Background: an optimization exercise with open tools, aiming at small area. Do not read the settings as production practice.
Where RTL was checked, it was by simulation tests only, not by an equivalence proof against the original.
No activity file was given, so power comes from the tool's default toggle rates.

// Packet_Symbol_Width_adapter
module Packet_Symbol_Width_adapter #(
		parameter INPUT_SYMBOL_WIDTH  = 256,
		parameter OUTPUT_SYMBOL_WIDTH = 32
	) (
		input  wire        clock_clk,
		input  wire        reset_reset,
		output reg  [OUTPUT_SYMBOL_WIDTH-1:0] aso_out0_data,
		input  wire        aso_out0_ready,
		output wire        aso_out0_valid,
		output wire        aso_out0_endofpacket,
		output wire        aso_out0_startofpacket,
		input  wire [INPUT_SYMBOL_WIDTH-1:0] asi_in0_data,
		output wire        asi_in0_ready,
		input  wire        asi_in0_valid,
		input  wire        asi_in0_endofpacket,
		input  wire        asi_in0_startofpacket
	);
Size: roughly 300 I/O pins, ~0.0085 mm2 of cells after synthesis.
clock: 4.0 ns
lec_check: 0
cap_margin: 20
core_margin: 2
core_utilization: 70
place_density: 0.8
slew_margin: 20
standard.sh (not shown) runs the stock make flow with config.mk's settings and CLKGATE_MAP_FILE= SYNTH_SCRIPT=/design/flow/synth_recipe.tcl, a recipe that flattens the netlist after the stock synthesis.
==> flow/flow/run.sh <==
#!/bin/bash
# Standard ORFS layout, with the port buffers made from the smallest buffer
# and a clock tree of small buffers without dummy loads.
set -euo pipefail
bash standard.sh "BUFFER_PORTS_ARGS=-buffer_cell sky130_fd_sc_hd__buf_1" \
  "CTS_ARGS=-sink_clustering_enable -repair_clock_nets -dont_use_dummy_load -buf_list sky130_fd_sc_hd__clkbuf_8 -sink_clustering_size 20 -sink_clustering_max_diameter 50" \
  finish > standard.log 2>&1
The baseline finished clean.
Edit:
--- a/flow/flow/run.sh
+++ b/flow/flow/run.sh
@@ -6 +6 @@
-  "CTS_ARGS=-sink_clustering_enable -repair_clock_nets -dont_use_dummy_load -buf_list sky130_fd_sc_hd__clkbuf_8 -sink_clustering_size 20 -sink_clustering_max_diameter 50" \
+  "CTS_ARGS=-sink_clustering_enable -repair_clock_nets -dont_use_dummy_load -buf_list sky130_fd_sc_hd__clkbuf_4 -sink_clustering_size 12 -sink_clustering_max_diameter 45" \
Settings changed: CAP_MARGIN 20 to 0, SLEW_MARGIN 20 to 0.
The changed run produced a clean layout. Global-route usage barely changes. Wire length barely changes. Total power falls by 0.95%. Clock power drops by about 7%. Flip-flop and latch count is unchanged.

========
run 1:
Packet_Symbol_Width_adapter, a different RTL version from the one above (not shown whole).
Size in the first run: roughly 640 cells after synthesis, roughly 290 flip-flops, about 8900 µm² of cells after synthesis.
Design Packet_Symbol_Width_adapter, start of the top module:
module Packet_Symbol_Width_adapter #(
		parameter INPUT_SYMBOL_WIDTH  = 256,
		parameter OUTPUT_SYMBOL_WIDTH = 32
	) (
		input  wire        clock_clk,
		input  wire        reset_reset,
		output reg  [OUTPUT_SYMBOL_WIDTH-1:0] aso_out0_data,
		input  wire        aso_out0_ready,
		output wire        aso_out0_valid,
		output wire        aso_out0_endofpacket,
		output wire        aso_out0_startofpacket,
		input  wire [INPUT_SYMBOL_WIDTH-1:0] asi_in0_data,
		output wire        asi_in0_ready,
		input  wire        asi_in0_valid,
		input  wire        asi_in0_endofpacket,
		input  wire        asi_in0_startofpacket
	);
clock: 4.0 ns
lec_check: 0
cap_margin: 20
core_margin: 2
core_utilization: 40
place_density: 0.6
slew_margin: 20
==> flow/flow/run.sh <==
#!/bin/bash
# Standard ORFS layout, with the port buffers made from the smallest buffer
# and a clock tree of small buffers without dummy loads.
set -euo pipefail
bash standard.sh "BUFFER_PORTS_ARGS=-buffer_cell sky130_fd_sc_hd__buf_1" \
  "CTS_ARGS=-sink_clustering_enable -repair_clock_nets -dont_use_dummy_load -buf_list sky130_fd_sc_hd__clkbuf_16" \
  finish > standard.log 2>&1
diff inputs: run 1 => run 2
--- a/flow/flow/run.sh
+++ b/flow/flow/run.sh
@@ -5,3 +5,3 @@
 bash standard.sh "BUFFER_PORTS_ARGS=-buffer_cell sky130_fd_sc_hd__buf_1" \
-  "CTS_ARGS=-sink_clustering_enable -repair_clock_nets -dont_use_dummy_load -buf_list sky130_fd_sc_hd__clkbuf_16" \
+  "CTS_ARGS=-sink_clustering_enable -repair_clock_nets -dont_use_dummy_load -buf_list sky130_fd_sc_hd__clkbuf_4" \
   finish > standard.log 2>&1
Notes after the runs:
The maximum clock frequency of run 2 is lower than that of run 1.
Internal power summed over all cells on run 2 is ahead of run 1.
Area added between synthesis and finish on run 2 is down relative to run 1.
Going from run 1 to run 2, hold slack went down 0.11 ns; global-route usage picked up an extra 0.68 points.
Of run 2 and run 1, run 2 shows the higher wire length on met2, with run 1 below it.
Run 1 closes out successfully: all stages finished, all timing, DRC and antenna checks passed.
Run 2: all stages complete, timing, DRC and antenna checks passed
The following lists how run 3 was set up differently from run 2:
==> flow/flow/run.sh <==
#!/bin/bash
# Standard ORFS layout, with the port buffers made from the smallest buffer.
set -euo pipefail
bash standard.sh "BUFFER_PORTS_ARGS=-buffer_cell sky130_fd_sc_hd__buf_1" finish > standard.log 2>&1
--- outcome ---
- Peak supply drop: run 2 and run 3 compared, higher one is run 2
- Run 3: first-pass GRT wire length 540 µm below run 2
- Re cell depth of the worst flop-to-flop path: no difference whatsoever between run 3 and run 2.
- The higher share of cell area taken by multi-input logic gates of run 2 and run 3 is in run 2.
- Diff run 3..run 2 | maximum fanout encountered on the critical timing path | unchanged
- Compared with run 2, in run 3 clock period minus worst slack fell 0.10 ns, smallest setup slack after layout went up by 0.10 ns, number of buffers created by CTS lost 45, final instance area shows an increase of about 4%.
- As far as die area goes, run 3 and run 2 are indistinguishable; the numbers are identical.
- Between run 2 and run 3, sum of routed wire length over all layers is lower for run 3, run 2 comes in above that.
[inputs] run 4 vs run 3
==> flow/flow/run.sh <==
#!/bin/bash
# Standard ORFS layout, with the port buffers made from the smallest buffer
# and a clock tree of small buffers without dummy loads.
set -euo pipefail
bash standard.sh "BUFFER_PORTS_ARGS=-buffer_cell sky130_fd_sc_hd__buf_1" \
  "CTS_ARGS=-sink_clustering_enable -repair_clock_nets -dont_use_dummy_load -buf_list sky130_fd_sc_hd__clkbuf_8" \
  finish > standard.log 2>&1
Findings:
- Compared with run 3, in run 4 switching power lower; number of filler cells placed in the layout higher.
- As far as flip-flop and latch count goes, run 3 and run 4 are indistinguishable; the numbers are identical.
- The higher number of clock-tree buffers in the layout of run 3 and run 4 is in run 3.
- The fraction of area in clock buffers and inverters number comes out higher for run 3 vs run 4.
- The run showing the greater routed wirelength normalized by instance count is run 4.
- When run 4 is set beside run 3, its transition at the pin with the smallest max-transition slack turns out to be 0.011 ns smaller.
- Aggregate routed wire length (higher): run 4
- Looking at sequential share of layout area, run 4 sits 1.8 points above run 3.
- Summary of run 4 over run 3: part of the power in combinational logic saw an increase; clock power down 27%.
No run of this note included a check of the RTL's function; only the layout flow was run.

========
RTL: one of the versions met above, not the one the previous note started from.
Size in the first run: roughly 760 cells after synthesis, about 290 flip-flops.
==> flow/design.v (excerpt) <==
module Packet_Symbol_Width_adapter #(
		parameter INPUT_SYMBOL_WIDTH  = 256,
		parameter OUTPUT_SYMBOL_WIDTH = 32
	) (
		input  wire        clock_clk,
		input  wire        reset_reset,
		output reg  [OUTPUT_SYMBOL_WIDTH-1:0] aso_out0_data,
		input  wire        aso_out0_ready,
		output wire        aso_out0_valid,
		output wire        aso_out0_endofpacket,
		output wire        aso_out0_startofpacket,
		input  wire [INPUT_SYMBOL_WIDTH-1:0] asi_in0_data,
		output wire        asi_in0_ready,
		input  wire        asi_in0_valid,
		input  wire        asi_in0_endofpacket,
		input  wire        asi_in0_startofpacket
	);
==> flow/config.mk <==
export PLATFORM = sky130hd
export DESIGN_NAME = Packet_Symbol_Width_adapter
export DESIGN_NICKNAME = Packet_Symbol_Width_adapter
export VERILOG_FILES = /design/flow/design.v
export SDC_FILE = /design/flow/constraint.sdc
export NUM_CORES = 4
export LEC_CHECK = 0
export CAP_MARGIN = 20
export CORE_MARGIN = 2
export CORE_UTILIZATION = 70
export PLACE_DENSITY = 0.8
export SLEW_MARGIN = 20
==> flow/constraint.sdc <==
create_clock -name core_clock -period 4.0 [get_ports {clock_clk}]
set_input_delay 0.8000 -clock core_clock [delete_from_list [all_inputs] [get_ports {clock_clk}]]
set_output_delay 0.8000 -clock core_clock [all_outputs]
set_load 0.01 [all_outputs]
==> flow/flow/run.sh <==
#!/bin/bash
# Standard ORFS layout, with the port buffers made from the smallest buffer
# and a clock tree of small buffers without dummy loads.
set -euo pipefail
bash standard.sh "BUFFER_PORTS_ARGS=-buffer_cell sky130_fd_sc_hd__buf_1" \
  "CTS_ARGS=-sink_clustering_enable -repair_clock_nets -dont_use_dummy_load -buf_list sky130_fd_sc_hd__clkbuf_16 -sink_clustering_size 36 -sink_clustering_max_diameter 60" \
  finish > standard.log 2>&1
The first run finished clean.
Next try:
==> flow/flow/run.sh (replaced) <==
#!/bin/bash
# Standard ORFS layout, with the port buffers made from the smallest buffer
# and a clock tree of small buffers without dummy loads.
set -euo pipefail
bash standard.sh "BUFFER_PORTS_ARGS=-buffer_cell sky130_fd_sc_hd__buf_1" \
  "CTS_ARGS=-sink_clustering_enable -repair_clock_nets -dont_use_dummy_load -buf_list sky130_fd_sc_hd__clkbuf_4 -sink_clustering_size 11 -sink_clustering_max_diameter 55" \
  finish > standard.log 2>&1
Settings changed: CAP_MARGIN 20 to 0, SLEW_MARGIN 20 to 0.
Result: Design area is lower slightly; global-route usage is about the same; setup slack is worse by 170 ps; sequential power is about the same; first-iteration DRC count is lower slightly; total power is lower by a few percent; sequential share of layout area is higher by 0.65 points; final cell count is higher slightly; hold slack is worse by 160 ps; routed wire length is lower slightly; count of clock-buffer cells in the layout is higher by 17.
Next try:
Settings changed: CORE_UTILIZATION 70 to 80, PLACE_DENSITY 0.8 to 0.9.
Effect: Sequential share of layout area came out higher by 0.12 points; cell count came out lower by 1.2%; first-iteration DRC count came out higher by 60%; maximum frequency came out higher by 4.3%.
Next try:
Settings changed: CAP_MARGIN 0 to 20, CORE_UTILIZATION 80 to 70, PLACE_DENSITY 0.9 to 0.8, SLEW_MARGIN 0 to 20.
What happened: Via count fell by 14%. Setup slack gets worse by 130 ps. Final area is about the same.

========
Setup of xenon:
Packet_Symbol_Width_adapter, a different RTL version from the one above (not shown whole).
Size: about 760 cells after synthesis, roughly 300 flip-flops, about 300 I/O pins.
==> flow/config.mk <==
export PLATFORM = sky130hd
export DESIGN_NAME = Packet_Symbol_Width_adapter
export DESIGN_NICKNAME = Packet_Symbol_Width_adapter
export VERILOG_FILES = /design/flow/design.v
export SDC_FILE = /design/flow/constraint.sdc
export NUM_CORES = 4
export LEC_CHECK = 0
export CAP_MARGIN = 20
export CORE_MARGIN = 2
export CORE_UTILIZATION = 70
export PLACE_DENSITY = 0.8
export SLEW_MARGIN = 20
==> flow/constraint.sdc <==
create_clock -name core_clock -period 4.0 [get_ports {clock_clk}]
set_input_delay 0.8000 -clock core_clock [delete_from_list [all_inputs] [get_ports {clock_clk}]]
set_output_delay 0.8000 -clock core_clock [all_outputs]
set_load 0.01 [all_outputs]
==> flow/flow/run.sh <==
#!/bin/bash
# Standard ORFS layout, with the port buffers made from the smallest buffer
# and a clock tree of small buffers without dummy loads.
set -euo pipefail
bash standard.sh "BUFFER_PORTS_ARGS=-buffer_cell sky130_fd_sc_hd__buf_1" \
  "CTS_ARGS=-sink_clustering_enable -repair_clock_nets -dont_use_dummy_load -buf_list sky130_fd_sc_hd__clkbuf_4 -sink_clustering_size 12 -sink_clustering_max_diameter 60" \
  finish > standard.log 2>&1
The inputs of indigo differ from those of xenon as listed below.
Settings: a change of CORE_UTILIZATION from 70 to 40; a change of PLACE_DENSITY from 0.8 to 0.6.
Every stage of the flow completed for indigo, and the final layout passed the timing, design-rule and antenna checks. indigo ended with more relative contribution of the clock network to total power than xenon. On indigo: hold slack is 0.021 ns higher than what xenon gave. The internal cell power on xenon is in line with that on indigo. indigo ends up with lower global-route usage than xenon does. In indigo the sum of internal, switching and leakage power turned out about 0.9% higher than in xenon. xenon has lower setup slack at placement than indigo. Going from xenon to indigo, area added between synthesis and finish grows by 2.3 points. Die area (lower): xenon. Looking at end of the critical path, the aso_out0_valid result is from indigo; the aso_out0_startofpacket one comes from xenon. Cmp indigo vs xenon: clock latency at the later pin of the worst-skew pair higher in indigo. Measured against indigo, the total instance count after detailed placement of xenon comes out at 0.898 times the reference value.
Setup changes, indigo to garnet
Settings: changing CORE_UTILIZATION from 40 to 70; changing PLACE_DENSITY from 0.6 to 0.8.
==> flow/flow/run.sh <==
#!/bin/bash
# Standard ORFS layout, with the port buffers made from the smallest buffer
# and a clock tree of small buffers without dummy loads.
set -euo pipefail
bash standard.sh "BUFFER_PORTS_ARGS=-buffer_cell sky130_fd_sc_hd__buf_1" \
  "CTS_ARGS=-sink_clustering_enable -repair_clock_nets -dont_use_dummy_load -buf_list sky130_fd_sc_hd__clkbuf_4 -sink_clustering_size 10 -sink_clustering_max_diameter 50" \
  finish > standard.log 2>&1
Findings:
garnet: post-route total power is 0.64% higher than what indigo reported. Compared with indigo, in garnet part of the power in registers increased by 0.3 points relative to the old numbers, total via count after detailed routing increased by about 2.4% relative to the old numbers. Of the two values seen for end of the critical path, aso_out0_startofpacket was produced by garnet and aso_out0_valid by indigo. garnet went all the way through synthesis, placement and routing and the layout is clean on timing, DRC and antenna. Between garnet and indigo, it is garnet whose critical path depth is lower, by 1. Going from indigo to garnet, worst hold slack +0.028 ns; total power density per cell area higher.
Modified inputs, maple compared to garnet
Settings: swapping 70 for 40 in CORE_UTILIZATION; swapping 0.8 for 0.6 in PLACE_DENSITY.
==> comparison <==
- On maple: share of cell area taken by multi-input logic gates is 0.43 points lower than what garnet gave.
- Of garnet and maple, the run reporting the higher fraction of layout cells with a size suffix above 1 was maple.
- maple — cell area power density about 1.2% lower, garnet as reference
- Number of antenna violations at the first check in global routing, garnet and maple: lower on garnet
- maple: fraction of area in registers lower than garnet
- maple vs garnet, slowest cell on the critical path: dfstp_2 vs dfrtp_4
- Diff garnet -> maple: total length of routed wires rose 3.5%, net switching component of the power rose about 1.9%, relative area of non-clock buffer cells in the final design about even.
- Run comparison: garnet source of the critical timing path phase[3]; maple source of the critical timing path phase[1]
- Looking at number of buffers other than clock buffers in the final layout, maple sits 3 above garnet.
- When maple is measured against garnet, its global-route usage turns out 11 points lower.

========
The RTL this note starts from:
==> flow/design.v <==
`timescale 1 ps / 1 ps
module Packet_Symbol_Width_adapter #(
		parameter INPUT_SYMBOL_WIDTH  = 256,
		parameter OUTPUT_SYMBOL_WIDTH = 32
	) (
		input  wire        clock_clk,
		input  wire        reset_reset,
		output reg  [OUTPUT_SYMBOL_WIDTH-1:0] aso_out0_data,
		input  wire        aso_out0_ready,
		output wire        aso_out0_valid,
		output wire        aso_out0_endofpacket,
		output wire        aso_out0_startofpacket,
		input  wire [INPUT_SYMBOL_WIDTH-1:0] asi_in0_data,
		output wire        asi_in0_ready,
		input  wire        asi_in0_valid,
		input  wire        asi_in0_endofpacket,
		input  wire        asi_in0_startofpacket
	);
    localparam W = OUTPUT_SYMBOL_WIDTH;
    localparam N = INPUT_SYMBOL_WIDTH/OUTPUT_SYMBOL_WIDTH;
    reg        sh;
    reg        shn;      
    reg  [3:0] j;
    reg        last;     
    reg        first;    
    wire shift = sh;
    wire keep  = shn;
    wire hold  = ~(sh | (j[2] & ~j[3]));
    wire ready = ~sh & j[3];
    wire load  = asi_in0_valid & ready & (~j[2] | asi_in0_startofpacket);
    assign asi_in0_ready          = ready;
    assign aso_out0_valid         = sh ? (j[3] | j[0]) : ~j[3];
    assign aso_out0_startofpacket = first & sh & j[3] & ~j[2];
    assign aso_out0_endofpacket   = last & ~sh & ~j[3];
    wire [W-1:0] din [0:N-1];
    reg  [W-1:0] w   [0:N-1];
    genvar k;
    generate
        for (k = 0; k < N; k = k + 1) begin : g_word
            assign din[k] = asi_in0_data[INPUT_SYMBOL_WIDTH-1-k*W -: W];
            if (k == N-1) begin : g_tail
                always @(posedge clock_clk)
                    w[k] <= din[k];
            end else if (k % 2 == 0) begin : g_inv
                always @(posedge clock_clk)
                    w[k] <= ~((din[k] | {W{shift}}) & (w[k+1] | {W{keep}}));
            end else begin : g_true
                always @(posedge clock_clk)
                    w[k] <= ~((w[k+1] | {W{keep}}) & ~(din[k] & {W{hold}}));
            end
        end
    endgenerate
    always @(posedge clock_clk) begin
        if (ready) begin
            first <= j[2];
            last  <= ~j[2] & asi_in0_endofpacket;
        end
    end
    always @(posedge clock_clk) begin
        j[1] <= sh & j[2];
        j[0] <= sh & j[1];
    end
    always @(posedge clock_clk or posedge reset_reset) begin
        if (reset_reset) begin
            sh     <= 1'b0;
            shn    <= 1'b1;
            j[3:2] <= 2'b11;
        end
        else begin
            sh   <= load | (sh & (j[1] | ~j[0]));
            shn  <= ~(load | (sh & (j[1] | ~j[0])));
            j[3] <= ~(load | (sh & j[0]));
            j[2] <= ~load & (sh ? j[3] : (j[3] ? j[2] : last));
        end
    end
    always @(posedge clock_clk or posedge reset_reset) begin
        if (reset_reset) begin
            aso_out0_data <= 0;
        end
        else begin
            aso_out0_data <= ~((w[0] | {W{hold}}) & ~(aso_out0_data & {W{keep}}));
        end
    end
endmodule
clock: 4.0 ns
lec_check: 0
cap_margin: 0
core_margin: 2
core_utilization: 70
place_density: 0.9
slew_margin: 0
==> flow/flow/run.sh <==
#!/bin/bash
# Standard ORFS layout, with the port buffers made from the smallest buffer
# and a clock tree of small buffers without dummy loads.
set -euo pipefail
bash standard.sh "BUFFER_PORTS_ARGS=-buffer_cell sky130_fd_sc_hd__buf_1" \
  "CTS_ARGS=-sink_clustering_enable -repair_clock_nets -dont_use_dummy_load -buf_list sky130_fd_sc_hd__clkbuf_4 -sink_clustering_size 12 -sink_clustering_max_diameter 45" \
  finish > standard.log 2>&1
The starting point produced a clean layout.
Rerun with:
--- a/flow/flow/run.sh
+++ b/flow/flow/run.sh
@@ -6 +6 @@
-  "CTS_ARGS=-sink_clustering_enable -repair_clock_nets -dont_use_dummy_load -buf_list sky130_fd_sc_hd__clkbuf_4 -sink_clustering_size 12 -sink_clustering_max_diameter 45" \
+  "CTS_ARGS=-sink_clustering_enable -repair_clock_nets -dont_use_dummy_load -buf_list sky130_fd_sc_hd__clkbuf_4 -sink_clustering_size 12 -sink_clustering_max_diameter 30" \
--- a/flow/config.mk
+++ b/flow/config.mk
@@ -11 +11 @@
-export PLACE_DENSITY = 0.9
+export PLACE_DENSITY = 0.8
Effect:
- The new run finished with timing, DRC and antenna clean
- worst hold slack gets better by 0.012 ns
- clock-buffer cell count grows by 10
- die area is unchanged
- global-route usage shrinks by 0.93 points
- design area grows by about 0.7%
- sequential share of layout area shrinks by 0.46 points
- combinational power shrinks by about 3%
- core utilization grows by 0.61 points
- wire length shrinks by 3.3%
Rerun with:
--- a/flow/flow/run.sh
+++ b/flow/flow/run.sh
@@ -6 +6 @@
-  "CTS_ARGS=-sink_clustering_enable -repair_clock_nets -dont_use_dummy_load -buf_list sky130_fd_sc_hd__clkbuf_4 -sink_clustering_size 12 -sink_clustering_max_diameter 30" \
+  "CTS_ARGS=-sink_clustering_enable -repair_clock_nets -dont_use_dummy_load -buf_list sky130_fd_sc_hd__clkbuf_4 -sink_clustering_size 12 -sink_clustering_max_diameter 45" \
--- a/flow/config.mk
+++ b/flow/config.mk
@@ -10,2 +10,2 @@
-export CORE_UTILIZATION = 70
-export PLACE_DENSITY = 0.8
+export CORE_UTILIZATION = 60
+export PLACE_DENSITY = 0.7
After rerunning: The changed run completed without violations. Power goes down by 1.8%. Die area goes up by about 16%. Wire length goes down by 0.76%. Setup slack loses 0.030 ns. Via count goes down by about 3.5%. Count of clock-buffer cells in the layout goes down by 10. Utilization goes down by 12 points. Global-route usage goes down by 3.9 points. First-iteration DRC count goes up by about 4%. Fmax goes down by 1.1%.

-- separate check: timing with driven ports --
Ports are ideal in the flow. The routed layouts listed here were re-timed in OpenROAD. Step 1 sets driving cells, clkbuf_16 on the clock port and buf_2 on the other inputs (assumed; they add their load-dependent delay and slew). Step 2 times the ports against the registers' clock, not the clock port: input delays grow and output delays shrink by t, the midpoint of the rising clock arrivals with the driver on. Three values: no drivers, after step 1, after step 2; two values: the first two.
run	shift t [ns]	setup slack, ns	hold WS [ns]	latest minus earliest clock arrival (ns)	pins driven straight from the clock port
the first run of note 1	0.532	1.037 / 1.000 / 1.519	0.342 / 0.325 / 0.407	0.045 / 0.044	1
the second run of note 1	0.651	0.914 / 0.876 / 1.511	0.221 / 0.204 / 0.356	0.047 / 0.047	1
run 1	0.566	1.315 / 1.273 / 1.266	0.352 / 0.333 / 0.434	0.021 / 0.022	1
run 2	0.642	1.214 / 1.179 / 1.263	0.242 / 0.228 / 0.408	0.077 / 0.078	1
run 3	0.573	1.314 / 1.272 / 1.272	0.349 / 0.329 / 0.439	0.014 / 0.013	1
run 4	0.550	1.319 / 1.279 / 1.275	0.363 / 0.346 / 0.438	0.027 / 0.026	1
the first run of note 3	0.505	1.087 / 1.046 / 1.505	0.370 / 0.349 / 0.385	0.056 / 0.056	1
the second run of note 3	0.661	0.918 / 0.880 / 1.485	0.213 / 0.195 / 0.394	0.039 / 0.039	1
the third run of note 3	0.677	1.045 / 1.010 / 1.334	0.069 / 0.057 / 0.412	0.020 / 0.020	1
the fourth run of note 3	0.660	0.916 / 0.878 / 1.466	0.219 / 0.202 / 0.395	0.036 / 0.036	1
xenon	0.639	1.132 / 1.095 / 1.702	0.170 / 0.154 / 0.378	0.074 / 0.074	1
indigo	0.699	1.090 / 1.054 / 1.753	0.191 / 0.177 / 0.396	0.053 / 0.053	1
garnet	0.585	1.198 / 1.163 / 1.718	0.219 / 0.205 / 0.384	0.032 / 0.033	1
maple	0.621	1.178 / 1.143 / 1.764	0.265 / 0.250 / 0.375	0.037 / 0.037	1
the first run of note 5	0.637	1.052 / 1.016 / 1.653	0.213 / 0.203 / 0.333	0.076 / 0.076	1
the second run of note 5	0.591	1.211 / 1.172 / 1.763	0.226 / 0.208 / 0.372	0.057 / 0.057	1
the third run of note 5	0.667	1.181 / 1.146 / 1.774	0.209 / 0.197 / 0.384	0.085 / 0.086	1
After both steps every run listed still meets setup and hold. The setup slack of run 1, which loses most, moves by -0.042 ns with the drivers and by -0.049 ns with both steps.
